Source: an optimization exercise on an open RTL-to-GDS flow (aim: small area and a short achievable clock period). Production flows keep margins and buffers that such runs may drop. The RTL was checked by simulation tests, not by an equivalence proof against the original design.

Design ParzenWindow_NP, start of the top module:
module ParzenWindow_NP (
    input  logic        clk_i,
    input  logic        rst_i,
    input  logic [9:0]  tri_i,
    output logic [25:0] win_o
);
Size in the first run: roughly 870 cells after synthesis, roughly 43 flip-flops, roughly 38 I/O pins, about 8500 µm² of cells after synthesis.
clock: 16.0 ns
lec_check: 0
cap_margin: 60
core_margin: 2
core_utilization: 60
slew_margin: 60
synth_hierarchical: 1
synth_minimum_keep_size: 0
setup_slack_margin: 6.75
buffer_ports_args: -buffer_cell sky130_fd_sc_hd__buf_2
standard.sh (not shown) runs the stock make flow with config.mk's settings and CLKGATE_MAP_FILE= SYNTH_SCRIPT=/design/flow/synth_recipe.tcl, a recipe that flattens the netlist after the stock synthesis.
==> flow/flow/run.sh <==
#!/bin/bash
# Layout flow: the standard flow (standard.sh, unchanged, including its
# synthesis) with two extra ORFS settings appended to the work copy of config.mk:
#  - a larger setup-slack target for OpenROAD's timing repair, so the resizer
#    keeps sizing/buffering critical paths past the default target;
set -euo pipefail
MARGIN=${PW_SETUP_MARGIN:-6.75}
{
  echo "export SETUP_SLACK_MARGIN = ${MARGIN}"
  echo "export BUFFER_PORTS_ARGS = -buffer_cell sky130_fd_sc_hd__buf_2"
} >> config.mk
bash standard.sh > flow_standard.log 2>&1
Edit:
--- a/flow/flow/run.sh
+++ b/flow/flow/run.sh
@@ -5,5 +5,5 @@
 #    keeps sizing/buffering critical paths past the default target;
 set -euo pipefail
-MARGIN=${PW_SETUP_MARGIN:-6.75}
+MARGIN=${PW_SETUP_MARGIN:-6.25}
 {
   echo "export SETUP_SLACK_MARGIN = ${MARGIN}"
SETUP_SLACK_MARGIN = 6.25   (was 6.75)
=>
- core utilization came out lower by 1.6 points
- wire length came out lower by 2.4%
- critical path depth came out lower by 2
- worst setup slack gets worse by 380 ps
- synthesized cell count does not change
- clock-buffer cell count came out higher by 1
- fmax came out lower by 4.0%
- worst hold slack gets worse by 13 ps
- via count came out lower by 0.81%
- final area came out lower by 2.4%
Edit:
--- a/flow/flow/run.sh
+++ b/flow/flow/run.sh
@@ -5,5 +5,5 @@
 #    keeps sizing/buffering critical paths past the default target;
 set -euo pipefail
-MARGIN=${PW_SETUP_MARGIN:-6.25}
+MARGIN=${PW_SETUP_MARGIN:-6.5}
 {
   echo "export SETUP_SLACK_MARGIN = ${MARGIN}"
ABC_AREA = 1   (was default)
CTS_BUF_LIST = sky130_fd_sc_hd__clkbuf_8   (was default)
SETUP_SLACK_MARGIN = 6.5   (was 6.25)
Outcome: Count of clock-buffer cells in the layout falls by 2; final area increases by 1.0%; die area is higher by 4.3%; synthesized area rises by 4.5%; wire length went up by 2.4%; global-route usage fell by 0.99 points; sequential share of layout area stays flat; cell count came out higher by 18%.
Edit:
--- a/flow/flow/run.sh
+++ b/flow/flow/run.sh
@@ -5,5 +5,5 @@
 #    keeps sizing/buffering critical paths past the default target;
 set -euo pipefail
-MARGIN=${PW_SETUP_MARGIN:-6.5}
+MARGIN=${PW_SETUP_MARGIN:-6.75}
 {
   echo "export SETUP_SLACK_MARGIN = ${MARGIN}"
ABC_AREA = default   (was 1)
CTS_BUF_LIST = sky130_fd_sc_hd__clkbuf_4 sky130_fd_sc_hd__clkbuf_8   (was sky130_fd_sc_hd__clkbuf_8)
SETUP_SLACK_MARGIN = 6.75   (was 6.5)
Effect:
- clock-buffer cell count grows by 1
- cell area goes up by about 1.1%
- worst setup slack gets better by 15 ps
- worst hold slack degrades by 34 ps

Starting RTL as in the previous note.
Settings: LEC_CHECK=0, CAP_MARGIN=60, CORE_MARGIN=2, CORE_UTILIZATION=60, CTS_BUF_LIST=sky130_fd_sc_hd__clkbuf_8, SLEW_MARGIN=60, SYNTH_HIERARCHICAL=1, SYNTH_MINIMUM_KEEP_SIZE=0, SETUP_SLACK_MARGIN=6.75, BUFFER_PORTS_ARGS=-buffer_cell sky130_fd_sc_hd__buf_2; clock period 16.0 ns.
==> flow/flow/run.sh <==
#!/bin/bash
# Layout flow: the standard flow (standard.sh, unchanged, including its
# synthesis) with two extra ORFS settings appended to the work copy of config.mk:
#  - a larger setup-slack target for OpenROAD's timing repair, so the resizer
#    keeps sizing/buffering critical paths past the default target;
set -euo pipefail
MARGIN=${PW_SETUP_MARGIN:-6.75}
{
  echo "export SETUP_SLACK_MARGIN = ${MARGIN}"
  echo "export BUFFER_PORTS_ARGS = -buffer_cell sky130_fd_sc_hd__buf_2"
} >> config.mk
bash standard.sh > flow_standard.log 2>&1
The baseline produced a clean layout.
==> next run, changes <==
--- a/flow/flow/run.sh
+++ b/flow/flow/run.sh
@@ -6,3 +6,3 @@
 set -euo pipefail
-MARGIN=${PW_SETUP_MARGIN:-6.75}
+MARGIN=${PW_SETUP_MARGIN:-7}
 {
--- a/flow/config.mk
+++ b/flow/config.mk
@@ -14,3 +14,3 @@
 export SYNTH_MINIMUM_KEEP_SIZE = 0
-export SETUP_SLACK_MARGIN = 6.75
+export SETUP_SLACK_MARGIN = 7
 export BUFFER_PORTS_ARGS = -buffer_cell sky130_fd_sc_hd__buf_2
Result:
- The new run ran to the end with no violations
- hold slack degrades by 0.0076 ns
- wire length goes up by 7.4%
- worst setup slack degrades by 0.037 ns
- critical path depth goes down by 1
- synthesized cell count does not change
- global-route usage goes up by 1.5 points
- count of clock-buffer cells in the layout goes down by 1
- fmax goes down by 0.41%
- cell area goes up by 7.5%

## JK
Starting RTL as in the previous note.
==> flow/config.mk <==
export PLATFORM = sky130hd
export DESIGN_NAME = ParzenWindow_NP
export DESIGN_NICKNAME = ParzenWindow_NP
export VERILOG_FILES = /design/flow/design.v
export SDC_FILE = /design/flow/constraint.sdc
export NUM_CORES = 4
export LEC_CHECK = 0
export ABC_AREA = 1
export CAP_MARGIN = 60
export CORE_MARGIN = 2
export CORE_UTILIZATION = 60
export CTS_BUF_LIST = sky130_fd_sc_hd__clkbuf_8
export SLEW_MARGIN = 60
export SYNTH_HIERARCHICAL = 1
export SYNTH_MINIMUM_KEEP_SIZE = 0
export SETUP_SLACK_MARGIN = 6.75
export BUFFER_PORTS_ARGS = -buffer_cell sky130_fd_sc_hd__buf_2
==> flow/constraint.sdc <==
create_clock -name core_clock -period 16.0 [get_ports {clk_i}]
set_input_delay 3.2000 -clock core_clock [delete_from_list [all_inputs] [get_ports {clk_i}]]
set_output_delay 3.2000 -clock core_clock [all_outputs]
set_load 0.01 [all_outputs]
==> flow/flow/run.sh <==
#!/bin/bash
# Layout flow: the standard flow (standard.sh, unchanged, including its
# synthesis) with two extra ORFS settings appended to the work copy of config.mk:
#  - a larger setup-slack target for OpenROAD's timing repair, so the resizer
#    keeps sizing/buffering critical paths past the default target;
set -euo pipefail
MARGIN=${PW_SETUP_MARGIN:-6.75}
{
  echo "export SETUP_SLACK_MARGIN = ${MARGIN}"
  echo "export BUFFER_PORTS_ARGS = -buffer_cell sky130_fd_sc_hd__buf_2"
} >> config.mk
bash standard.sh > flow_standard.log 2>&1
JK ran to completion and came out clean on the timing, DRC and antenna checks.
The following lists how MS was set up differently from JK:
--- a/flow/flow/run.sh
+++ b/flow/flow/run.sh
@@ -7 +7 @@
-MARGIN=${PW_SETUP_MARGIN:-6.75}
+MARGIN=${PW_SETUP_MARGIN:-6.5}
--- a/flow/config.mk
+++ b/flow/config.mk
@@ -8 +7,0 @@
-export ABC_AREA = 1
@@ -12 +10,0 @@
-export CTS_BUF_LIST = sky130_fd_sc_hd__clkbuf_8
@@ -16 +14 @@
-export SETUP_SLACK_MARGIN = 6.75
+export SETUP_SLACK_MARGIN = 6.5
Notes after the runs:
MS has completed all stages; timing, DRC and antenna checks passed.
Going from JK to MS, routability congestion estimate from global placement grew slightly.
MS: met3 wire length is 38% higher than what JK reported.
Most common cell after layout, fill and taps aside: sky130_fd_sc_hd__fa_1 -> MS, sky130_fd_sc_hd__nand2_1 -> JK
Taking JK as the reference, in MS simple logic cell fraction of the synthesized area has decreased; hold-critical path depth has decreased; worst hold slack has decreased.
MS — final area 170 µm² lower, JK as reference
MS against JK: timing-limited maximum frequency has decreased, fraction of area in registers has increased.
First-pass detailed-route iteration total on MS is down relative to JK.
Compare JK and MS | clock tree cell share of total cell area higher: MS
The lower number of cells produced by synthesis came out of MS.

static timing again, ports no longer ideal:
Ports are ideal in the flow. The routed layouts listed here were re-timed in OpenROAD.
Step 1: set_driving_cell puts a clkbuf_16 on clk_i and a buf_2 on each other input, an assumption about the parent block.
Step 2, shift: input delay + t, output delay - t, t = (earliest + latest rising clock arrival at the registers) / 2. This alone moves slack from input paths to output paths.
Three values: no drivers, after step 1, after step 2; two values: the first two.
run | shift t [ns] | setup WS [ns] | hold slack, ns | worst register clock-pin slew, ns
the first run of note 1 | 0.318 | 6.933 / 6.928 / 6.610 | 3.129 / 3.121 / 3.438 | 0.06 / 0.06
the second run of note 1 | 0.326 | 6.554 / 6.568 / 6.242 | 3.116 / 3.100 / 3.426 | 0.06 / 0.06
the third run of note 1 | 0.328 | 6.931 / 6.928 / 6.601 | 3.144 / 3.134 / 3.461 | 0.08 / 0.08
the fourth run of note 1 | 0.327 | 6.946 / 6.929 / 6.602 | 3.110 / 3.106 / 3.433 | 0.09 / 0.09
the first run of note 2 | 0.327 | 6.946 / 6.929 / 6.602 | 3.110 / 3.106 / 3.433 | 0.09 / 0.09
the second run of note 2 | 0.328 | 6.909 / 6.844 / 6.517 | 3.102 / 3.098 / 3.425 | 0.08 / 0.08
JK | 0.325 | 7.061 / 7.044 / 6.719 | 3.139 / 3.132 / 3.456 | 0.08 / 0.08
MS | 0.320 | 6.717 / 6.713 / 6.393 | 3.124 / 3.107 / 3.427 | 0.06 / 0.06
After both steps setup and hold are still met in every run listed. For the second run of note 2, which loses most, drivers alone change the setup slack by -0.065 ns; drivers and shift together by -0.392 ns.
